Source: an optimization exercise on an open RTL-to-GDS flow (aim: small area and a short achievable clock period). Production flows keep margins and buffers that such runs may drop. Only simulation tests tie the RTL to the original design; equivalence was not proved. No activity file was given, so power comes from the tool's default toggle rates.

### flow/flow/run.sh
#!/bin/bash
set -euo pipefail
bash standard.sh SYNTH_HIERARCHICAL=1 SYNTH_MINIMUM_KEEP_SIZE=0 CORE_UTILIZATION=55 CTS_BUF_LIST=sky130_fd_sc_hd__clkbuf_8 SETUP_SLACK_MARGIN=9.5 "BUFFER_PORTS_ARGS=-buffer_cell sky130_fd_sc_hd__buf_2" finish > standard_flow.log 2>&1
### flow/standard.sh
#!/bin/bash
# synth_recipe.tcl (not shown) runs the flow's synth.tcl, then flattens the netlist and writes it again
# the make line also repeats each setting of config.mk as NAME=value (left out here)
make -C /OpenROAD-flow-scripts/flow DESIGN_CONFIG=/design/flow/config.mk WORK_HOME=/design/flow/orfs CLKGATE_MAP_FILE= SYNTH_SCRIPT=/design/flow/synth_recipe.tcl "${@:-finish}"
### flow/config.mk
export PLATFORM = sky130hd
export DESIGN_NAME = pipeline_riscv
export DESIGN_NICKNAME = pipeline_riscv
export VERILOG_FILES = /design/flow/design.v
export SDC_FILE = /design/flow/constraint.sdc
export NUM_CORES = 4
export LEC_CHECK = 0
export CAP_MARGIN = 20
export CORE_MARGIN = 2
export CORE_UTILIZATION = 55
export SLEW_MARGIN = 20
export SYNTH_HIERARCHICAL = 1
export SYNTH_MINIMUM_KEEP_SIZE = 0
### flow/constraint.sdc
create_clock -name core_clock -period 16.0 [get_ports {clk}]
set_input_delay 3.2000 -clock core_clock [delete_from_list [all_inputs] [get_ports {clk}]]
set_output_delay 3.2000 -clock core_clock [all_outputs]
set_load 0.01 [all_outputs]
### flow/design.v
module wb_ao6(
    input [5:0] s,
    input [5:0] v,
    output y
);
    assign y = |(s & v);
endmodule
module wb_ao7(
    input [6:0] s,
    input [6:0] v,
    output y
);
    assign y = |(s & v);
endmodule
module pipeline_riscv(
    input clk,
    input reset_n,
    output [31:0] imem_addr,
    input [31:0] imem_data,
    output [14:0] dmem_addr,
    input [31:0] dmem_rdata,
    output dmem_we,
    output [3:0] dmem_wstrb,
    output [31:0] dmem_wdata,
    output [31:0] write_back_value,
    output [4:0] write_back_register
);
    localparam [1:0] WB_NORMAL = 2'b00, WB_LOAD = 2'b01, WB_JAL = 2'b10, WB_HICCUP = 2'b11;
    localparam [1:0] DM_NONE = 2'b00, DM_BYTE = 2'b01, DM_HWORD = 2'b10, DM_WORD = 2'b11;
    function [32:0] add32;
        input [31:0] a;
        input [31:0] b;
        input ci;
        reg [31:0] g, p, p0;
        integer i, k;
        begin
            p0 = a ^ b;
            g = a & b;
            p = p0;
            g[0] = g[0] | (p0[0] & ci);
            for (k = 1; k < 32; k = k * 2)
                for (i = 31; i >= 0; i = i - 1)
                    if (i & k) begin
                        g[i] = g[i] | (p[i] & g[(i & ~(k - 1)) - 1]);
                        p[i] = p[i] & p[(i & ~(k - 1)) - 1];
                    end
            add32 = {g[31], p0 ^ {g[30:0], ci}};
        end
    endfunction
    reg [31:0] pc;         
    reg [31:0] f_ir;       
    reg [31:0] f_pc;       
    reg [1:0]  f_wbt;      
    reg        f_pload;    
    reg        f_phic;     
    reg [31:0] r_a;        
    reg [31:0] r_b;        
    reg [31:0] r_x;        
    reg [4:0]  r_op;       
    reg        r_sub;      
    reg        r_cb;       
    reg [1:0]  r_ws;       
    reg [1:0]  r_rs;       
    reg        r_ls;       
    reg [4:0]  r_rd;
    reg [1:0]  r_wbt;
    reg        r_jalr;     
    reg        r_ret;      
    reg [31:0] e_res;      
    reg [31:0] e_wd;       
    reg        e_mis;      
    reg        e_we;       
    reg [1:0]  e_ws;       
    reg [4:0]  e_wbr;      
    reg        e_jal;      
    reg        e_nl;       
    reg        e_l0_31, e_l0_23, e_l0_15, e_l0_7;    
    reg        e_l1_23, e_l1_7;                      
    reg        e_bs31, e_bs23, e_bs15, e_bs7;        
    reg        e_w;                                  
    reg        e_hs31, e_hs23, e_hs15, e_hs7;        
    reg [1:0]  e_rs;       
    reg        e_ls;       
    reg        fl_prev;    
    reg [31:0] rf [1:31];
    wire [32:0] sum;
    wire [31:0] cur_pc = r_jalr ? sum[31:0] : pc;
    assign imem_addr = cur_pc;
    wire [31:0] ins = {imem_data[7:0], imem_data[15:8], imem_data[23:16], imem_data[31:24]};
    wire in_load = ins[6:0] == 7'b0000011;
    wire in_jal  = ins[6:0] == 7'b1101111;
    wire in_jl   = in_jal || ins[6:0] == 7'b1100111;
    wire [31:0] in_immj = {{11{ins[31]}}, ins[31], ins[19:12], ins[20], ins[30:21], 1'b0};
    wire f_isjalr = f_ir[6:0] == 7'b1100111;
    wire need_hiccup = (!f_phic && ((f_pload && (f_ir[11:7] == ins[19:15] || f_ir[11:7] == ins[24:20])) || f_isjalr)) || r_ret;
    wire phic_n = f_phic ? 1'b0 : need_hiccup;
    wire [32:0] ppc_s = add32(cur_pc, in_jal ? in_immj : 32'd4, 1'b0);
    wire [31:0] ppc = ppc_s[31:0];
    always @(posedge clk or negedge reset_n) begin
        if (!reset_n) begin
            f_wbt <= WB_HICCUP;
            f_pload <= 1'b0;
            f_phic <= 1'b0;
        end else begin
            f_wbt <= need_hiccup ? WB_HICCUP : (in_jl ? WB_JAL : in_load ? WB_LOAD : WB_NORMAL);
            f_pload <= in_load;
            f_phic <= phic_n;
        end
    end
    always @(posedge clk) begin
        f_ir <= ins;
        f_pc <= cur_pc;
    end
    wire [6:0] op = f_ir[6:0];
    wire [2:0] f3 = f_ir[14:12];
    wire [6:0] f7 = f_ir[31:25];
    wire d_lui = op == 7'b0110111, d_auipc = op == 7'b0010111, d_jal = op == 7'b1101111, d_jalr = op == 7'b1100111;
    wire d_br = op == 7'b1100011, d_load = op == 7'b0000011, d_store = op == 7'b0100011;
    wire d_f1 = op == 7'b0010011, d_f2 = op == 7'b0110011;
    wire ft_u = d_lui | d_auipc;
    wire ft_i = d_jalr | d_load | d_f1;
    wire has_rd = ft_u | ft_i | d_jal | d_f2;
    wire [4:0] d_rd = has_rd ? f_ir[11:7] : 5'd0;
    wire [31:0] d_imm = d_store ? {{20{f_ir[31]}}, f7, f_ir[11:7]} :
                        d_br ? {{20{f_ir[31]}}, f_ir[7], f_ir[30:25], f_ir[11:8], 1'b0} :
                        ft_u ? {f_ir[31:12], 12'h000} :
                        d_jal ? {{11{f_ir[31]}}, f_ir[31], f_ir[19:12], f_ir[20], f_ir[30:21], 1'b0} :
                        {{20{f_ir[31]}}, f_ir[31:20]};
    wire d_pfa = d_auipc | d_jal;
    wire d_ifb = !(d_f2 | d_br);
    reg [4:0] d_op;
    always @(*) begin
        d_op = 5'b00000;
        if (d_lui) d_op = 5'b00111;
        else if (d_br) begin
            case (f3)
                3'b000: d_op = 5'b01000;
                3'b001: d_op = 5'b01001;
                3'b100: d_op = 5'b01010;
                3'b101: d_op = 5'b01011;
                3'b110: d_op = 5'b01100;
                3'b111: d_op = 5'b01101;
                default: d_op = 5'b00000;
            endcase
        end else if (d_f1 || d_f2) begin
            case (f3)
                3'b000: d_op = (d_f2 && f7 == 7'b0100000) ? 5'b00001 : 5'b00000;
                3'b001: d_op = (f7 == 7'b0000000) ? 5'b10001 : 5'b00000;
                3'b010: d_op = (d_f1 || f7 == 7'b0000000) ? 5'b01010 : 5'b00000;
                3'b011: d_op = (d_f1 || f7 == 7'b0000000) ? 5'b01100 : 5'b00000;
                3'b100: d_op = (d_f1 || f7 == 7'b0000000) ? 5'b00101 : 5'b00000;
                3'b101: d_op = (f7 == 7'b0000000) ? 5'b10011 : (f7 == 7'b0100000) ? 5'b10010 : 5'b00000;
                3'b110: d_op = (d_f1 || f7 == 7'b0000000) ? 5'b00100 : 5'b00000;
                default: d_op = (d_f1 || f7 == 7'b0000000) ? 5'b00110 : 5'b00000;
            endcase
        end
    end
    wire d_sub = d_op == 5'b00001 || d_op[4:3] == 2'b01;
    wire [1:0] d_ws = (d_store && f3 == 3'b000) ? DM_BYTE :
                      (d_store && f3 == 3'b001) ? DM_HWORD :
                      (d_store && f3 == 3'b010) ? DM_WORD : DM_NONE;
    wire d_ldok = d_load && f3[1:0] != 2'b11;
    wire [1:0] d_rs = d_ldok ? (f3[1:0] == 2'b00 ? DM_BYTE : f3[1:0] == 2'b01 ? DM_HWORD : DM_WORD) : DM_NONE;
    wire d_ls = d_ldok && !f3[2];
    wire [31:0] alu_out;
    wire [31:0] wbv;
    wire [4:0] ra = f_ir[19:15];
    wire [4:0] rb = f_ir[24:20];
    reg [31:0] rf_a, rf_b;
    integer i;
    always @(*) begin
        rf_a = 32'd0;
        rf_b = 32'd0;
        for (i = 1; i < 32; i = i + 1) begin
            rf_a = rf_a | ({32{ra == i}} & rf[i]);
            rf_b = rf_b | ({32{rb == i}} & rf[i]);
        end
    end
    wire r_fwd = r_wbt == WB_NORMAL && r_rd != 5'd0;
    wire e_fwd = !e_jal && e_wbr != 5'd0;
    wire [31:0] fwd_a = (r_fwd && r_rd == ra) ? alu_out : (e_fwd && e_wbr == ra) ? wbv : rf_a;
    wire [31:0] fwd_b = (r_fwd && r_rd == rb) ? alu_out : (e_fwd && e_wbr == rb) ? wbv : rf_b;
    wire fl = r_jalr ? 1'b0 : e_mis ? 1'b1 : !f_phic ? 1'b0 : fl_prev;
    wire jalr_n = d_jalr && f_wbt != WB_HICCUP;
    wire [32:0] x_s = add32(f_pc, d_br ? d_imm : 32'd4, 1'b0);
    wire [31:0] x_n = d_store ? fwd_b : x_s[31:0];
    always @(posedge clk) begin
        r_a <= d_pfa ? f_pc : fwd_a;
        r_b <= (d_ifb ? d_imm : fwd_b) ^ {32{d_sub}};
        r_x <= x_n;
        r_op <= d_op;
        r_sub <= d_sub;
        r_cb <= d_br;
        r_ws <= d_ws;
        r_rs <= d_rs;
        r_ls <= d_ls;
        r_rd <= d_rd;
        r_wbt <= fl ? WB_HICCUP : f_wbt;
        r_jalr <= jalr_n;
        fl_prev <= fl;
    end
    always @(posedge clk or negedge reset_n) begin
        if (!reset_n) r_ret <= 1'b0;
        else if (d_jalr) r_ret <= f_wbt != WB_HICCUP && f_ir[11:7] == 5'd0;
    end
    assign sum = add32(r_a, r_b, r_sub);
    wire eq = sum[31:0] == 32'd0;
    wire lt = (r_a[31] ^ ~r_b[31]) ? r_a[31] : sum[31];
    wire geu = sum[32];
    wire cmp = (r_op[2:1] == 2'b00 ? eq : r_op[2:1] == 2'b01 ? lt : geu) ^ r_op[0];
    wire shl = r_op[1] == 1'b0;
    reg [31:0] sh_in, sh_rev;
    integer k;
    always @(*) for (k = 0; k < 32; k = k + 1) sh_in[k] = shl ? r_a[31 - k] : r_a[k];
    wire [31:0] sh_o = sh_in >> r_b[4:0];
    always @(*) for (k = 0; k < 32; k = k + 1) sh_rev[k] = shl ? sh_o[31 - k] : sh_o[k];
    reg [31:0] alu_r;
    always @(*) begin
        case (r_op[4:3])
            2'b10, 2'b11: alu_r = sh_rev;
            2'b01: alu_r = {31'd0, cmp};
            default:
                case (r_op[2:0])
                    3'b100: alu_r = r_a | r_b;
                    3'b101: alu_r = r_a ^ r_b;
                    3'b110: alu_r = r_a & r_b;
                    3'b111: alu_r = r_b;
                    default: alu_r = sum[31:0];
                endcase
        endcase
    end
    assign alu_out = alu_r;
    wire mis_n = r_wbt != WB_HICCUP && r_cb && alu_out[0];
    wire [31:0] st_fmt = r_ws == DM_BYTE ? {4{r_x[7:0]}} :
                         r_ws == DM_HWORD ? {2{r_x[7:0], r_x[15:8]}} :
                         {r_x[7:0], r_x[15:8], r_x[23:16], r_x[31:24]};
    wire [1:0] off = alu_out[1:0];
    wire lw = r_rs == DM_WORD;
    wire lh0 = r_rs == DM_HWORD && !off[1];
    wire lh1 = r_rs == DM_HWORD && off[1];
    wire lb0 = r_rs == DM_BYTE && off == 2'd0;
    wire lb1 = r_rs == DM_BYTE && off == 2'd1;
    wire lb2 = r_rs == DM_BYTE && off == 2'd2;
    wire lb3 = r_rs == DM_BYTE && off == 2'd3;
    always @(posedge clk) begin
        e_res <= (r_wbt == WB_JAL || r_cb) ? r_x : alu_out;
        e_wd <= st_fmt;
        e_mis <= mis_n;
        e_we <= !fl && r_wbt != WB_HICCUP && r_ws != DM_NONE && alu_out[31:20] == 12'h001;
        e_ws <= r_ws;
        e_wbr <= (fl || r_wbt == WB_HICCUP) ? 5'd0 : r_rd;
        e_jal <= r_wbt == WB_JAL;
        e_nl <= r_wbt != WB_LOAD;
        e_l0_31 <= lw | lh0 | lb0;
        e_l0_23 <= lb1;
        e_l0_15 <= lh1 | lb2;
        e_l0_7 <= lb3;
        e_l1_23 <= lw | lh0;
        e_l1_7 <= lh1;
        e_bs31 <= r_ls & lb0;
        e_bs23 <= r_ls & lb1;
        e_bs15 <= r_ls & lb2;
        e_bs7 <= r_ls & lb3;
        e_w <= lw;
        e_hs31 <= r_ls & lb0;
        e_hs23 <= r_ls & (lb1 | lh0);
        e_hs15 <= r_ls & lb2;
        e_hs7 <= r_ls & (lb3 | lh1);
        e_rs <= r_rs;
        e_ls <= r_ls;
    end
    wire [31:0] pc_n = mis_n ? r_x : phic_n ? cur_pc : ppc;
    always @(posedge clk or negedge reset_n) begin
        if (!reset_n) pc <= 32'd0;
        else pc <= pc_n;
    end
    assign dmem_addr = e_res[16:2];
    assign dmem_we = e_we;
    assign dmem_wdata = e_wd;
    assign dmem_wstrb = e_ws == DM_BYTE ? (4'b1000 >> e_res[1:0]) :
                        e_ws == DM_HWORD ? (e_res[1] ? 4'b0011 : 4'b1100) :
                        e_ws == DM_WORD ? 4'b1111 : 4'b0000;
    wire [31:0] d = dmem_rdata;
    wire [7:0] lane0 = {8{e_l0_31}} & d[31:24] | {8{e_l0_23}} & d[23:16] | {8{e_l0_15}} & d[15:8] | {8{e_l0_7}} & d[7:0];
    reg [31:0] ldata;
    reg [7:0] lb;
    always @(*) begin
        case (e_res[1:0])
            2'b00: lb = d[31:24];
            2'b01: lb = d[23:16];
            2'b10: lb = d[15:8];
            default: lb = d[7:0];
        endcase
        case (e_rs)
            DM_BYTE: ldata = {{24{e_ls & lb[7]}}, lb};
            DM_HWORD: ldata = e_res[1] ? {{16{e_ls & d[7]}}, d[7:0], d[15:8]} : {{16{e_ls & d[23]}}, d[23:16], d[31:24]};
            DM_WORD: ldata = {d[7:0], d[15:8], d[23:16], d[31:24]};
            default: ldata = 32'd0;
        endcase
    end
    assign wbv = e_nl ? e_res : ldata;
    wire [31:0] wd_sw = {d[7:0], d[15:8], d[23:16], d[31:24]};
    wire [31:0] wbo;
    assign wbo[7:0] = lane0 | ({8{e_nl}} & e_res[7:0]);
    genvar gk;
    generate
        for (gk = 8; gk < 16; gk = gk + 1) begin : wbl1
            wb_ao7 u(.s({e_l1_23, e_l1_7, e_nl, e_bs31, e_bs23, e_bs15, e_bs7}),
                     .v({d[gk + 8], d[gk - 8], e_res[gk], d[31], d[23], d[15], d[7]}),
                     .y(wbo[gk]));
        end
        for (gk = 16; gk < 32; gk = gk + 1) begin : wbl2
            wb_ao6 u(.s({e_w, e_nl, e_hs31, e_hs23, e_hs15, e_hs7}),
                     .v({wd_sw[gk], e_res[gk], d[31], d[23], d[15], d[7]}),
                     .y(wbo[gk]));
        end
    endgenerate
    assign write_back_value = wbo;
    assign write_back_register = e_wbr;
    always @(posedge clk)
        if (e_wbr != 5'd0) rf[e_wbr] <= wbv;
endmodule
==> results of run 1 <==
==> worst paths after layout <==
check                              endpoint  slack (ps)  depth (start not counted)
setup / recovery              imem_addr[16]        8490                         15
hold / removal                 e_ls$_DFF_P_         380                          0
setup reg to reg             e_bs23$_DFF_P_        9660                         13
hold reg to reg                e_ls$_DFF_P_         380                          0
max in group asynchronous   pc[7]$_DFF_PN0_       12980                          1
min in group asynchronous  pc[31]$_DFF_PN0_        2380                          1
==> kinds of logic (layout without fill, tap and decap cells) <==
| logic type | count (synthesis) | after routing | share of synthesized area (%) |
|---|---|---|---|
| compound gates | 1731 | 1731 | 20.3 |
| flops | 1301 | 1301 | 57.5 |
| simple gates | 1162 | 1164 | 8.83 |
| buf+inv | 549 | 1026 | 3.44 |
| mux | 230 | 230 | 5.22 |
| fa+ha+maj | 140 | 140 | 2.98 |
| xor+xnor | 123 | 123 | 1.71 |
| other cells | 1 | 28 | 0.00596 |
==> power breakdown <==
group	total (mW)	leakage [nW]	switching, mW	internal, mW
clock network	2.92	2.34	1.47	1.45
registers	4.60	11.6	0.365	4.24
logic	2.69	12.1	1.83	0.865
==> layout by cell type, fill, tap and decap left out, types with 111 or more instances in the layout <==
cell type  count
nand2_1      278
nor2_1       239
clkbuf_8     223
nand3_1      119
inv_1        215
buf_4        267
dfxtp_1      233
o21ai_0      172
a21oi_1      235
buf_2        157
a221oi_1     255
ha_1         111
edfxtp_1     992
a22o_1       252
a22oi_1      449
nand4_1      141
==> sequential cells by signal, indices dropped and copies added (netlist names), 32 cells and up <==
name and cells:
f_pc 32, e_wd 32, pc 32, r_b 32, r_a 32, f_ir 32
r_x 32, rf 992, e_res 32
==> Yosys stat by module (local to each module, per instance) <==
module / flip-flops and latches / cells / cell area (um^2)
pipeline_riscv: 1301 / 5141 / 62200
wb_ao6: 0 / 4 / 27.5
wb_ao7: 0 / 4 / 30.0
==> critical path, delay by kind of cell (launching register included) <==
family / cells / cell delay, ps
compound gates: 6 / 1180
fa+ha+maj: 2 / 940
buf+inv: 4 / 530
flops: 1 / 390
simple gates: 2 / 190
mux: 1 / 100
==> routing by layer <==
layer	GRT usage [%]	routed length, um	share of wire, %	up-vias
met5	0.776	241	0.075	-
met4	31.1	25100	7.8	28
met3	28.6	63600	20	1763
met2	70.6	124000	38	6849
met1	69.4	109000	34	28100
li1	-	-	-	21600
==> timing repair <==
action                                  4_1_cts  5_1_grt
endpoints found under the hold margin         0        0
endpoints found under the setup margin      110       89
buffers inserted                             46       32
gates cloned                                 12        1
hold buffers                                  0        0
pin swaps                                    62       48
gates resized for setup                     209       64
==> synth_stat cells (all sizes together) (24+ instances only) <==
library cell	count
mux2	68
xor2	55
mux4	67
ha	124
dfxtp	272
clkbuf	309
a221oi	258
a22oi	491
a22o	252
a222oi	80
inv	164
o211ai	51
nor3	101
nand3	122
nand2	279
nand4	142
edfxtp	992
nand2b	24
a21o	28
dfrtp	35
and2	40
mux2i	95
buf	74
nor2	337
xnor2	68
o21ai	195
a21oi	251
==> metrics by stage <==
step,setup WS [ps],hold WS (ps),power [mW]
after floorplan,9160,351,5.70
after global routing,8460,384,10.4
after detailed placement,8120,381,6.96
after CTS,8550,381,9.93
final,8490,381,10.2
after global placement,8180,378,6.95
==> layout make-up <==
type | count | area, um^2 | area share [%]
Sequential cell | 1301 | 36300 | 49.7
Inverter | 166 | 632 | 0.866
Multi-Input combinational cell | 3389 | 26300 | 36.0
Timing Repair Buffer | 474 | 3700 | 5.08
Antenna cell | 27 | 67.6 | 0.0926
Clock inverter | 163 | 1060 | 1.46
Clock buffer | 223 | 3070 | 4.21
Tap cell | 1512 | 1890 | 2.59
==> impl_metrics.env, run 1 <==
export IMPL_fmax_ghz=0.133
export IMPL_power_density_nw_per_um2=140
export IMPL_crit_path_max_incr_delay_ps=650
export IMPL_htreeDepth=4
export IMPL_finalInstanceArea_um2=73000
export IMPL_vias_per_cell=8.04
export IMPL_synth_edf_count=992
export IMPL_start_util_pct=55.2
export IMPL_cts_sinks=1301
export IMPL_rsz0062_at_grt="yes"
export IMPL_period_needed_ps=7510
export IMPL_final_util_pct=64.1
export IMPL_path_clk_slew_ps=70
export IMPL_dp_cells=6751
export IMPL_yosys_register_bits=1301
export IMPL_grt_pass1_wl_mm=429
export IMPL_ant_nets=0
export IMPL_status="failed layout checks"
export IMPL_fin_setup_tns_ps=0
export IMPL_dieArea_um2=117000
export IMPL_required_ps=12800
export IMPL_final_cells=7255
export IMPL_fp_coreArea_um2=114000
export IMPL_finalSetupViolCount=0
export IMPL_arrival_ps=4310
export IMPL_path_common_cell="a21oi_2"
export IMPL_timing_worst_setup_path_type="reg2out"
export IMPL_final_max_slew_viol_count=5
export IMPL_synth_area_leaders="edfxtp_1 (47%), dfxtp_1 (8.7%), a22oi_1 (5.9%)"
export IMPL_antenna_found_initial=28
export IMPL_critical_path_slowest_cell="fa_2"
export IMPL_wirelength_mm=323
export IMPL_synth_seq_area_share_pct=57.5
export IMPL_yosysTopAreaCell="edfxtp_1"
export IMPL_num_rows=124
export IMPL_drt_wirelength_per_cell_um=44.5
export IMPL_synth_cell_type_count=84
export IMPL_ir_worst_vdd_uv=96.4
export IMPL_fillers=8868
export IMPL_so_faults="max-capacitance violations, max-slew violations"
export IMPL_nNetsFinal=5748
export IMPL_timing_final_crit_share_pct=46.9
export IMPL_drtIter0Drc=14100
export IMPL_clock_latency_ps=1010
export IMPL_grt_pass1_vias=52600
export IMPL_fin_skew_ps=79.3
export IMPL_grt_max_degree=80
export IMPL_async_flop_share_pct=2.84
export IMPL_cts_tree="built"
export IMPL_cts_root_buf="clkbuf_8"
export IMPL_placed_area_um2=66700
export IMPL_setup_worst_path_start_class="flop"
export IMPL_die_y_um=342
export IMPL_io_buffers=186
export IMPL_end_kind="output pin"
export IMPL_path_cells="buf_12 -> clkinvlp_4 -> ha_4 -> o211ai_1 -> a21oi_2 -> o21a_4 -> a221o_1 -> a21oi_2 -> nor2b_1 -> o21ai_1 -> nand2b_1 -> fa_2 -> mux2i_4 -> inv_2 -> buf_6"
export IMPL_die_w_um=342
export IMPL_post_route_drc_count=0
export IMPL_grtUsageTotal_pct=53.6
export IMPL_hp_start="r_ls$_DFF_P_"
export IMPL_hold_viol_final=0
export IMPL_synth_top_area_share_pct=47.4
export IMPL_gp_congestion=1.06
export IMPL_tightestPinTransition_ps=1550
export IMPL_cp_max_fo=5
export IMPL_dpl_hpwl_mm=192
export IMPL_firstDrtPassIters=15
export IMPL_maxSlewHeadroom_pct=-3.82
export IMPL_syn_cell_area_um2=62900
export IMPL_vias=58300
export IMPL_syn_nets=5443
export IMPL_maxCapViolations=1
export IMPL_synthesis_instances=5237
export IMPL_p_leak_nw=26.0
export IMPL_syn2layout_area_growth_pct=16.0
export IMPL_cts_buffers=210
export IMPL_syn_area_per_cell_um2=12.0
export IMPL_yosysWarnings=7
export IMPL_worstSetupStartpoint="r_b[3]$_DFF_P_"
export IMPL_synth_ff_type="edfxtp_1"
export IMPL_hp_class="reg2reg"
export IMPL_overflow=0
export IMPL_r2r_start="r_op[1]$_DFF_P_"
export IMPL_clockBufferDepth=3
export IMPL_ios=187
export IMPL_drive_gt1_share_pct=21.1
==> run 2: changes to the inputs <==
==> flow/flow/run.sh (replaced) <==
#!/bin/bash
set -euo pipefail
bash standard.sh SYNTH_HIERARCHICAL=1 SYNTH_MINIMUM_KEEP_SIZE=0 CORE_UTILIZATION=55 CTS_BUF_LIST=sky130_fd_sc_hd__clkbuf_8 CTS_CLUSTER_SIZE=13 CTS_CLUSTER_DIAMETER=81 SLEW_MARGIN=30 CAP_MARGIN=30 SETUP_SLACK_MARGIN=9.5 "BUFFER_PORTS_ARGS=-buffer_cell sky130_fd_sc_hd__buf_2" finish > standard_flow.log 2>&1
==> run 2 against run 1 <==
Effect of this change: critical endpoint unchanged; total power is 10% lower; non-clock buffer count is 2 higher; first-iteration DRC count is 0.87% lower; sequential cell count stayed put; final cell count is 3.3% lower; now clean on timing, DRC and antenna; count of clock-buffer cells in the layout is 110 lower.
==> impl_metrics.env, run 2 <==
export IMPL_p_int_mw=5.78
export IMPL_largest_register="rf"
export IMPL_cts_tree="built"
export IMPL_grt_max_degree=80
export IMPL_layout_commonest_cell="edfxtp_1"
export IMPL_clockBufferDepth=3
export IMPL_yosysMostFrequentCell="edfxtp_1"
export IMPL_io_buffers=186
export IMPL_hp_class="reg2reg"
export IMPL_fmax_ghz=0.136
export IMPL_gp_congestion=1.06
export IMPL_maxCapViolations=0
export IMPL_largest_reg_flops=992
export IMPL_wirelength_mm=319
export IMPL_holdPathStages=0
export IMPL_async_flop_share_pct=2.84
export IMPL_synth_commonest_cells="edfxtp_1 (992), a22oi_1 (491), nor2_1 (337)"
export IMPL_dieArea_um2=117000
export IMPL_hold_viol_final=0
export IMPL_grtUsageTotal_pct=53.0
export IMPL_firstDrtPassIters=14
export IMPL_arrival_ps=4160
export IMPL_die_y_um=342
export IMPL_vias_per_cell=8.11
export IMPL_synth_area_leaders="edfxtp_1 (47%), dfxtp_1 (8.7%), a22oi_1 (5.9%)"
export IMPL_start_util_pct=55.2
export IMPL_antenna_found_initial=22
export IMPL_clock_latency_ps=910
export IMPL_fp_coreArea_um2=114000
export IMPL_synthesis_instances=5237
export IMPL_num_rows=124
export IMPL_setup_worst_path_start_class="flop"
export IMPL_power_frac_clock_pct=20.2
export IMPL_ir_worst_vdd_uv=88.3
export IMPL_drive_gt1_share_pct=19.3
export IMPL_vias=56900
export IMPL_period_needed_ps=7360
export IMPL_final_cell_mix="edfxtp_1 (992), a22oi_1 (451), nand2_1 (278), buf_4 (259), a221oi_1 (255)"
export IMPL_maxSlewHeadroom_pct=16.7
export IMPL_die_w_um=342
export IMPL_drtIter0Drc=14000
export IMPL_end_kind="output pin"
export IMPL_cts_buffers=112
export IMPL_power_density_nw_per_um2=129
export IMPL_required_ps=12800
export IMPL_fin_setup_tns_ps=0
export IMPL_yosysWarnings=7
export IMPL_cp_max_fo=5
export IMPL_yosysTopAreaCell="edfxtp_1"
export IMPL_post_route_drc_count=0
export IMPL_timing_final_crit_share_pct=46.0
export IMPL_drt_wirelength_per_cell_um=45.5
export IMPL_cts_root_buf="clkbuf_8"
export IMPL_syn_nets=5443
export IMPL_ant_nets=0
export IMPL_finalSetupViolCount=0
export IMPL_synth_ff_type="edfxtp_1"
export IMPL_comb_power_share_pct=29.6
export IMPL_fin_skew_ps=62.2
export IMPL_syn2layout_area_growth_pct=12.5
export IMPL_regToRegSetupSlack_ps=9830
export IMPL_syn_cell_area_um2=62900
export IMPL_power_total_mw=9.15
export IMPL_status="timing/DRC/antenna clean"
export IMPL_grt_pass1_wl_mm=424
export IMPL_p_leak_nw=24.8
export IMPL_path_clk_slew_ps=90
export IMPL_yosys_register_bits=1301
export IMPL_ios=187
export IMPL_nNetsFinal=5651
export IMPL_synth_edf_count=992
export IMPL_overflow=0
export IMPL_dpl_hpwl_mm=192
export IMPL_synth_top_area_share_pct=47.4
export IMPL_synth_seq_area_share_pct=57.5
export IMPL_tightestPinTransition_ps=1240
export IMPL_cts_sinks=1301
export IMPL_power_share_sequential_pct=50.2
export IMPL_htreeDepth=3
export IMPL_timing_worst_setup_path_type="reg2out"
export IMPL_p_sw_share_pct=36.8
export IMPL_grt_pass1_vias=51400
export IMPL_final_max_slew_viol_count=0
export IMPL_power_switching_mw=3.37
export IMPL_reg2reg_depth=23
export IMPL_final_util_pct=62.1
export IMPL_synth_cell_type_count=84
export IMPL_syn_area_per_cell_um2=12.0
export IMPL_rsz0062_at_grt="yes"
export IMPL_fillers=9077
run 2: cell counts after synthesis:
No cell type changed its count.
run 2: cell type report:
cell class / instances / area [um^2] / area share [%]
Timing Repair Buffer: 476 / 3830 / 5.41
Clock buffer: 113 / 1560 / 2.20
Sequential cell: 1301 / 36300 / 51.3
Antenna cell: 21 / 52.6 / 0.0743
Multi-Input combinational cell: 3388 / 26300 / 37.1
Tap cell: 1512 / 1890 / 2.67
Inverter: 166 / 632 / 0.893
Clock inverter: 40 / 278 / 0.392
run 2: worst max-delay path: stages, from the launching register on:
cell	delay, ps
dfxtp_4	360
fa_2	380
inv_2	60
fa_2	240
nand2b_4	160
a21oi_4	70
o21a_4	240
a221o_1	360
a21oi_2	180
nor2b_1	60
o21ai_1	130
nand2b_1	120
fa_2	610
mux2i_4	100
inv_2	120
buf_6	110
run 2: per-module statistics from Yosys (local to each module, per instance):
module / cell area, um^2 / times used
wb_ao7: 30.0 / 8
pipeline_riscv: 62200 / 1
wb_ao6: 27.5 / 16
run 2: what timing repair did:
action | in CTS | in global routing
hold endpoints to repair | 0 | 0
setup endpoints to repair | 110 | 66
pin swaps | 59 | 37
setup buffers | 49 | 21
hold buffers | 0 | 0
resized for setup | 219 | 49
gates cloned | 11 | 0
run 2: cell families (layout without fill, tap and decap cells):
group,after synthesis,in the layout,synth area share (%)
AO/OA/AOI/OAI,1731,1731,20.3
flip-flops,1301,1301,57.5
AND/OR/NAND/NOR,1162,1163,8.83
buffers and inverters,549,795,3.44
multiplexers,230,230,5.22
adder cells (fa/ha/maj),140,140,2.98
XOR/XNOR,123,123,1.71
other,1,22,0.00596
run 2: worst paths after layout:
check / startpoint / end
max in group asynchronous: reset_n / f_wbt[1]$_DFF_PN1_
min reg2reg: r_ls$_DFF_P_ / e_ls$_DFF_P_
min: r_ls$_DFF_P_ / e_ls$_DFF_P_
max reg2reg: r_b[0]$_DFF_P_ / e_hs23$_DFF_P_
min in group asynchronous: reset_n / pc[25]$_DFF_PN0_
max: r_b[0]$_DFF_P_ / imem_addr[16]
run 2: layer usage:
layer | part of all wire [%] | track usage (%) | up-vias
li1 | - | - | 21300
met4 | 8.3 | 31.6 | 24
met5 | 0.18 | 0.204 | -
met2 | 38 | 69.1 | 6597
met3 | 19 | 26.5 | 1733
met1 | 34 | 70.1 | 27300
run 2: power groups by stage:
stage                     combinational (mW)  sequential [mW]  clock (mW)
after floorplan                         1.27             4.44           0
after global placement                  2.31             4.64           0
after detailed placement                2.33             4.64           0
after CTS                               2.48             4.56        1.83
after global routing                    2.77             4.58        1.94
final                                   2.71             4.59        1.85
run 2: stage by stage:
step	std cells	setup WS (ps)	cell area [um^2]	hold slack [ps]
5_1_grt	7002	8620	70700	410
3_5_place_dp	6752	8130	66700	378
4_1_cts	6965	8600	70100	406
6_report	7017	8640	70800	404
2_1_floorplan	5237	9160	63000	351
3_3_place_gp	6751	8180	66700	378
==> run 3: changes to the inputs <==
==> flow/flow/run.sh (replaced) <==
#!/bin/bash
set -euo pipefail
bash standard.sh SYNTH_HIERARCHICAL=1 SYNTH_MINIMUM_KEEP_SIZE=0 CORE_UTILIZATION=55 CTS_BUF_LIST=sky130_fd_sc_hd__clkbuf_8 CTS_CLUSTER_SIZE=13 CTS_CLUSTER_DIAMETER=81 SLEW_MARGIN=30 CAP_MARGIN=30 SETUP_SLACK_MARGIN=8.6 "BUFFER_PORTS_ARGS=-buffer_cell sky130_fd_sc_hd__buf_2" finish > standard_flow.log 2>&1
==> run 3 against run 2 <==
Effect of this change: combinational power fell by about 10%; sequential share of layout area rose by 1.1 points; register-to-register slack got worse by 320 ps; clock skew rose by 19 ps; synthesized cell count did not move; first-iteration DRC count fell by 1.4%; critical path type unchanged; sequential cell count did not move; setup slack got worse by 76 ps; critical path depth fell by 3.
==> impl_metrics.env, run 3 <==
export IMPL_largest_register="rf"
export IMPL_firstDrtPassIters=17
export IMPL_io_buffers=186
export IMPL_yosys_area_share_simple_pct=8.83
export IMPL_whs_ps=410
export IMPL_drive_gt1_share_pct=16.5
export IMPL_grt_max_degree=60
export IMPL_crit_path_max_incr_delay_ps=620
export IMPL_clock_latency_ps=880
export IMPL_dp_cells=6744
export IMPL_maxSlewHeadroom_pct=16.2
export IMPL_synth_area_leaders="edfxtp_1 (47%), dfxtp_1 (8.7%), a22oi_1 (5.9%)"
export IMPL_largest_reg_flops=992
export IMPL_synth_commonest_cells="edfxtp_1 (992), a22oi_1 (491), nor2_1 (337)"
export IMPL_timing_worst_setup_path_type="reg2out"
export IMPL_maxCapViolations=0
export IMPL_setup_worst_path_start_class="flop"
export IMPL_vias=56200
export IMPL_async_flop_share_pct=2.84
export IMPL_power_density_nw_per_um2=129
export IMPL_cts_buffers=113
export IMPL_ir_worst_vdd_uv=123
export IMPL_syn_nets=5443
export IMPL_synth_cell_type_count=84
export IMPL_post_route_drc_count=0
export IMPL_synthesis_instances=5237
export IMPL_synthMuxAreaShare_pct=5.22
export IMPL_grtUsageTotal_pct=51.5
export IMPL_end_kind="output pin"
export IMPL_wl_met1_mm=105
export IMPL_fin_skew_ps=80.7
export IMPL_clockBufferDepth=3
export IMPL_syn_area_per_cell_um2=12.0
export IMPL_status="timing/DRC/antenna clean"
export IMPL_critical_path_slowest_cell="dfxtp_1"
export IMPL_period_needed_ps=7430
export IMPL_timing_final_crit_share_pct=46.5
export IMPL_grt_pass1_vias=51400
export IMPL_synth_adder_area_share_pct=2.98
export IMPL_die_y_um=342
export IMPL_yosys_register_bits=1301
export IMPL_htreeDepth=3
export IMPL_num_rows=124
export IMPL_p_leak_nw=24.2
export IMPL_critical_path_top_delay_family="adder cells"
export IMPL_fmax_ghz=0.135
export IMPL_die_w_um=342
export IMPL_antenna_found_initial=20
export IMPL_hold_buffers=0
export IMPL_fp_coreArea_um2=114000
export IMPL_power_total_mw=8.92
export IMPL_fin_setup_tns_ps=0
export IMPL_synth_top_family_by_area="compound AO/OA/AOI/OAI gates"
export IMPL_path_cells="inv_1 -> ha_1 -> and3_1 -> and2_1 -> a21o_1 -> a211oi_4 -> a211oi_2 -> o21ai_1 -> nand2b_1 -> fa_1 -> mux2_4 -> buf_2"
export IMPL_synth_seq_area_share_pct=57.5
export IMPL_tightestPinTransition_ps=1250
export IMPL_final_cells=6959
export IMPL_synth_ff_type="edfxtp_1"
export IMPL_syn_cell_area_um2=62900
export IMPL_vias_per_cell=8.08
export IMPL_dpl_hpwl_mm=186
export IMPL_synth_edf_count=992
export IMPL_final_max_slew_viol_count=0
export IMPL_gp_congestion=1.03
export IMPL_yosys_area_share_xor_xnor_pct=1.71
export IMPL_grt_pass1_wl_mm=414
export IMPL_finalSetupViolCount=0
export IMPL_ios=187
export IMPL_hp_class="reg2reg"
export IMPL_synth_compound_area_share_pct=20.3
export IMPL_yosysMostFrequentCell="edfxtp_1"
export IMPL_cts_sinks=1301
export IMPL_fillers=9236
export IMPL_met2_length_mm=118
export IMPL_start_util_pct=55.2
export IMPL_crit_buf_inv=2
export IMPL_drt_wirelength_per_cell_um=44.4
export IMPL_required_ps=12800
export IMPL_syn2layout_area_growth_pct=10.1
export IMPL_path_clk_slew_ps=100
export IMPL_cts_tree="built"
export IMPL_cts_root_buf="clkbuf_8"
export IMPL_yosysTopAreaCell="edfxtp_1"
export IMPL_yosysWarnings=7
export IMPL_route_met3_wl_mm=59.2
export IMPL_cp_max_fo=7
export IMPL_final_cell_mix="edfxtp_1 (992), a22oi_1 (491), nand2_1 (279), a221oi_1 (258), a22o_1 (252)"
export IMPL_drtIter0Drc=13800
export IMPL_wirelength_mm=309
export IMPL_rsz0062_at_grt="yes"
export IMPL_synth_top_area_share_pct=47.4
export IMPL_layout_commonest_cell="edfxtp_1"
export IMPL_hold_viol_final=0
export IMPL_arrival_ps=4230
export IMPL_overflow=0
export IMPL_dieArea_um2=117000
export IMPL_nNetsFinal=5594
export IMPL_highest_signal_layer="met5"
export IMPL_ant_nets=0
==> run 3: cell counts after synthesis <==
Identical to the previous run, type by type.
==> run 3: path summary, 6_finish.rpt <==
| path | depth (start not counted) | start | slack, ps | endpoint |
|---|---|---|---|---|
| worst max-delay path | 12 | r_a[8]$_DFF_P_ | 8570 | imem_addr[31] |
| worst min-delay path | 0 | r_ls$_DFF_P_ | 410 | e_ls$_DFF_P_ |
| worst max register to register | 16 | f_ir[5]$_DFF_P_ | 9510 | r_x[31]$_DFF_P_ |
| worst min register to register | 0 | r_ls$_DFF_P_ | 410 | e_ls$_DFF_P_ |
| max in group asynchronous | 1 | reset_n | 13250 | pc[27]$_DFF_PN0_ |
| min in group asynchronous | 1 | reset_n | 2350 | pc[0]$_DFF_PN0_ |
==> run 3: layout make-up <==
cell class | count | area [um^2] | area share [%]
diodes | 16 | 40.0 | 0.0578
inverters | 166 | 636 | 0.918
multi-input cells | 3387 | 25600 | 37.0
repair inverters | 1 | 5.00 | 0.00723
clock buffers | 114 | 1570 | 2.27
repair buffers | 418 | 2940 | 4.25
clock inverters | 44 | 269 | 0.389
well taps | 1512 | 1890 | 2.73
flip-flops and latches | 1301 | 36200 | 52.3
==> run 3: where the power goes <==
| part | switching [mW] | internal (mW) |
|---|---|---|
| clock | 1.17 | 0.662 |
| combinational | 1.66 | 0.769 |
| sequential | 0.439 | 4.22 |
==> run 3: what timing repair did <==
item / 4_1_cts / 5_1_grt
gates cloned: 3 / 0
pin swaps: 11 / 13
endpoints found under the hold margin: 0 / 0
buffers inserted: 16 / 19
resized for setup: 63 / 24
endpoints found under the setup margin: 62 / 30
==> run 3: metal layers <==
| metal | track usage (%) | up-vias |
|---|---|---|
| li1 | - | 21100 |
| met2 | 67.0 | 6535 |
| met5 | 0.123 | - |
| met1 | 67.3 | 26900 |
| met4 | 32.7 | 12 |
| met3 | 26.0 | 1606 |
==> run 3: through the flow <==
step	area (um^2)	util (%)	setup slack, ps
4_1_cts	68900	60.5	8600
3_5_place_dp	66600	58.5	8020
3_3_place_gp	66500	58.4	8130
2_1_floorplan	62900	-	9120
5_1_grt	69200	60.8	8460
6_report	69200	60.8	8570
==> run 3: cell families (layout without fill, tap and decap cells) <==
| family | count (synthesis) | after routing |
|---|---|---|
| xor+xnor | 123 | 123 |
| simple gates | 1162 | 1162 |
| fa+ha+maj | 140 | 140 |
| flops | 1301 | 1301 |
| compound gates | 1731 | 1731 |
| mux | 230 | 230 |
| buf+inv | 549 | 743 |
| other cells | 1 | 17 |
==> run 3: modules after synthesis (local to each module, per instance) <==
module | flip-flops and latches | copies in the design | area (um^2)
pipeline_riscv | 1301 | 1 | 62200
wb_ao7 | 0 | 8 | 30.0
wb_ao6 | 0 | 16 | 27.5
==> run 4: changes to the inputs <==
==> flow/flow/run.sh (replaced) <==
#!/bin/bash
set -euo pipefail
bash standard.sh SYNTH_HIERARCHICAL=1 SYNTH_MINIMUM_KEEP_SIZE=0 CORE_UTILIZATION=62 PLACE_DENSITY=0.68 CTS_BUF_LIST=sky130_fd_sc_hd__clkbuf_8 CTS_CLUSTER_SIZE=13 CTS_CLUSTER_DIAMETER=81 SLEW_MARGIN=30 CAP_MARGIN=30 SETUP_SLACK_MARGIN=9.5 "BUFFER_PORTS_ARGS=-buffer_cell sky130_fd_sc_hd__buf_2" finish > standard_flow.log 2>&1
--- a/flow/config.mk
+++ b/flow/config.mk
@@ -7,7 +7,7 @@
 export LEC_CHECK = 0
 export CAP_MARGIN = 20
 export CORE_MARGIN = 2
-export CORE_UTILIZATION = 55
+export CORE_UTILIZATION = 62
 export SLEW_MARGIN = 20
 export SYNTH_HIERARCHICAL = 1
 export SYNTH_MINIMUM_KEEP_SIZE = 0
==> run 4 against run 3 <==
Effect of this change: still clean; global-route usage is 5.9 points higher; clock power hardly changed; via count is 3.9% higher; critical path type unchanged; largest power group unchanged; highest routed layer unchanged.
==> impl_metrics.env, run 4 <==
export IMPL_status="timing/DRC/antenna clean"
export IMPL_syn2layout_area_growth_pct=11.9
export IMPL_num_rows=116
export IMPL_ios=187
export IMPL_arrival_ps=4210
export IMPL_cts_sinks=1301
export IMPL_cts_root_buf="clkbuf_8"
export IMPL_p_leak_nw=24.7
export IMPL_path_common_cell="a21oi_4"
export IMPL_fin_setup_tns_ps=0
export IMPL_fmax_ghz=0.135
export IMPL_grtUsageTotal_pct=57.4
export IMPL_layout_commonest_cell="edfxtp_1"
export IMPL_ant_nets=0
export IMPL_firstDrtPassIters=17
export IMPL_dpl_hpwl_mm=184
export IMPL_die_y_um=323
export IMPL_finalInstanceArea_um2=70400
export IMPL_crit_path_max_incr_delay_ps=630
export IMPL_critical_path_top_delay_family="compound AO/OA/AOI/OAI gates"
export IMPL_placed_area_um2=66400
export IMPL_synth_top_area_share_pct=47.4
export IMPL_yosysTopAreaCell="edfxtp_1"
export IMPL_final_cell_mix="edfxtp_1 (992), a22oi_1 (452), nand2_1 (279), a221oi_1 (256), a22o_1 (252)"
export IMPL_maxSlewHeadroom_pct=9.43
export IMPL_syn_cell_area_um2=62900
export IMPL_vias_per_cell=8.51
export IMPL_htreeDepth=3
export IMPL_synth_ff_type="edfxtp_1"
export IMPL_synthesis_instances=5237
export IMPL_yosys_register_bits=1301
export IMPL_drt_wirelength_per_cell_um=44.6
export IMPL_fillers=7277
export IMPL_synth_area_leaders="edfxtp_1 (47%), dfxtp_1 (8.7%), a22oi_1 (5.9%)"
export IMPL_required_ps=12800
export IMPL_syn_nets=5443
export IMPL_start_util_pct=62.7
export IMPL_dieArea_um2=104000
export IMPL_maxCapViolations=0
export IMPL_clockBufferDepth=3
export IMPL_finalSetupViolCount=0
export IMPL_crit_buf_inv=4
export IMPL_grt_pass1_vias=52500
export IMPL_cp_max_fo=41
export IMPL_synth_cell_type_count=84
export IMPL_async_flop_share_pct=2.84
export IMPL_synth_commonest_cells="edfxtp_1 (992), a22oi_1 (491), nor2_1 (337)"
export IMPL_overflow=0
export IMPL_fin_skew_ps=55.1
export IMPL_io_buffers=186
export IMPL_timing_worst_setup_path_type="reg2out"
export IMPL_cts_tree="built"
export IMPL_vias=58400
export IMPL_r2r_start="r_b[2]$_DFF_P_"
export IMPL_antenna_found_initial=21
export IMPL_hold_buffers=0
export IMPL_drtIter0Drc=15600
export IMPL_tightestPinTransition_ps=1350
export IMPL_path_clk_slew_ps=100
export IMPL_drive_gt1_share_pct=18.8
export IMPL_setup_worst_path_start_class="flop"
export IMPL_final_max_slew_viol_count=0
export IMPL_worstSetupStartpoint="r_b[2]$_DFF_P_"
export IMPL_wirelength_mm=306
export IMPL_ir_worst_vdd_uv=167
export IMPL_clock_latency_ps=880
export IMPL_die_w_um=323
export IMPL_synth_edf_count=992
export IMPL_hp_start="r_x[6]$_DFF_P_"
export IMPL_largest_reg_flops=992
export IMPL_gp_congestion=1.06
export IMPL_period_needed_ps=7410
export IMPL_yosysWarnings=7
export IMPL_nNetsFinal=5640
export IMPL_post_route_drc_count=0
export IMPL_fp_coreArea_um2=100000
export IMPL_critical_path_slowest_cell="fa_2"
export IMPL_path_cells="buf_8 -> clkinvlp_4 -> ha_1 -> nand2b_4 -> a21oi_4 -> o21a_4 -> a221o_1 -> a21oi_4 -> nor2b_1 -> o21ai_1 -> nand2b_1 -> fa_2 -> mux2i_2 -> inv_1 -> buf_2"
export IMPL_power_density_nw_per_um2=129
export IMPL_hp_class="reg2reg"
export IMPL_grt_max_degree=80
export IMPL_synth_seq_area_share_pct=57.5
export IMPL_syn_area_per_cell_um2=12.0
export IMPL_timing_final_crit_share_pct=46.3
export IMPL_largest_register="rf"
export IMPL_rsz0062_at_grt="yes"
export IMPL_hold_viol_final=0
export IMPL_cts_buffers=113
export IMPL_yosysMostFrequentCell="edfxtp_1"
export IMPL_grt_pass1_wl_mm=408
export IMPL_end_kind="output pin"
## run 4: cell count changes in the layout (fill, tap and decap cells not counted), sizes merged
cell	delta
buf	+44
diode	+11
clkinvlp	+2
inv	-2
clkinv	-1
nand4	+1
nor3	+1
## run 4: cell families after synthesis
logic type                 Yosys count  share of synthesized area, %
and+or+nand+nor                   1162                          8.83
xor gates and xnor gates           123                          1.71
buffers and inverters              549                          3.44
DFF                               1301                          57.5
muxes                              230                          5.22
adders and majority gates          140                          2.98
other                                1                       0.00596
AOI/OAI and AO/OA                 1731                          20.3
## run 4: final cells by class
cell class	instances	area (um^2)	share of cell area, %
Antenna cell	27	67.6	0.0960
Inverter	166	639	0.908
Tap cell	1357	1700	2.41
Multi-Input combinational cell	3389	26300	37.3
Clock inverter	43	249	0.354
Timing Repair Buffer	462	3670	5.21
Sequential cell	1301	36200	51.5
Clock buffer	114	1570	2.23
Timing Repair inverter	1	5.00	0.00711
## run 4: worst reg2reg max path, delay by kind of cell, from the launching register on
kind / cells / cell delay [ps]
AND/OR/NAND/NOR: 11 / 3080
AO/OA/AOI/OAI: 6 / 1130
adder cells (fa/ha/maj): 2 / 730
buffers and inverters: 4 / 720
flip-flops: 1 / 350
XOR/XNOR: 1 / 290
## run 4: worst paths after layout
path,to,slack (ps),cells after the start
min,e_wd[30]$_DFF_P_,430,0
max,imem_addr[16],8590,15
min in group asynchronous,pc[6]$_DFF_PN0_,2310,1
min reg2reg,e_wd[30]$_DFF_P_,430,0
max in group asynchronous,f_wbt[0]$_DFF_PN1_,13290,1
max reg2reg,e_hs7$_DFF_P_,9610,24
## run 4: per-layer routing
layer | global-route usage (%) | part of all wire (%) | vias to the layer above
li1 | - | - | 21200
met1 | 72.4 | 32 | 27400
met2 | 72.7 | 37 | 7566
met3 | 35.3 | 22 | 2108
met4 | 36.6 | 9.4 | 32
met5 | 1.16 | 0.098 | -
## run 4: through the flow
stage,utilization [%],std cells,setup WS (ps),power (mW),hold slack (ps)
global placement,66.1,6579,8000,6.89,405
floorplan,-,5237,9160,5.70,351
global route,70.1,6835,8520,9.22,455
detailed placement,66.2,6579,8070,6.93,413
CTS,69.5,6803,8570,8.76,428
finish,70.2,6860,8590,9.11,434
## run 4: report_power, final
part | total [mW] | switching, mW | internal (mW) | leakage [nW]
clock | 1.81 | 1.15 | 0.659 | 1.04
sequential | 4.68 | 0.454 | 4.22 | 11.6
combinational | 2.62 | 1.75 | 0.869 | 12.0
## run 4: modules after synthesis, one instance, submodules excluded
| module | cells | copies in the design |
|---|---|---|
| pipeline_riscv | 5141 | 1 |
| wb_ao7 | 4 | 8 |
| wb_ao6 | 4 | 16 |
## run 4: repair_timing
| action | CTS | global route |
|---|---|---|
| endpoints found under the setup margin | 110 | 96 |
| resized for setup | 199 | 64 |
| buffers inserted | 56 | 23 |
| cloned | 11 | 1 |
| pin swaps | 68 | 45 |

==> afterwards: timing with drivers on the ports <==
The results above use ideal ports. As a check the final layouts listed here were re-extracted and re-timed, cells and wires unchanged. Step 1, drivers: a clkbuf_16 drives clk and a buf_2 each remaining input, both assumed. Step 2 moves the port delays by t, midway between the first and last clock arrival at a register: inputs arrive t later, outputs are due t later. That takes back most of the time a late clock gives input paths. Three values: ideal, step 1, step 2; two values: the first two.
run | t (ns) | slack for setup (ns) | worst setup path after step 2 | clock arrival spread, ns | worst data-port slew with drivers (ns)
run 1 | 1.044 | 8.489 / 8.412 / 8.533 | input to register | 0.079 / 0.079 | 0.33
run 2 | 0.954 | 8.641 / 8.550 / 8.550 | input to output | 0.069 / 0.069 | 0.35
run 3 | 0.922 | 8.565 / 8.486 / 8.448 | input to register | 0.083 / 0.083 | 0.04
run 4 | 0.933 | 8.588 / 8.510 / 8.613 | input to output | 0.056 / 0.056 | 0.36
For run 3, which loses most, drivers alone change the setup slack by -0.079 ns; drivers and shift together by -0.117 ns.
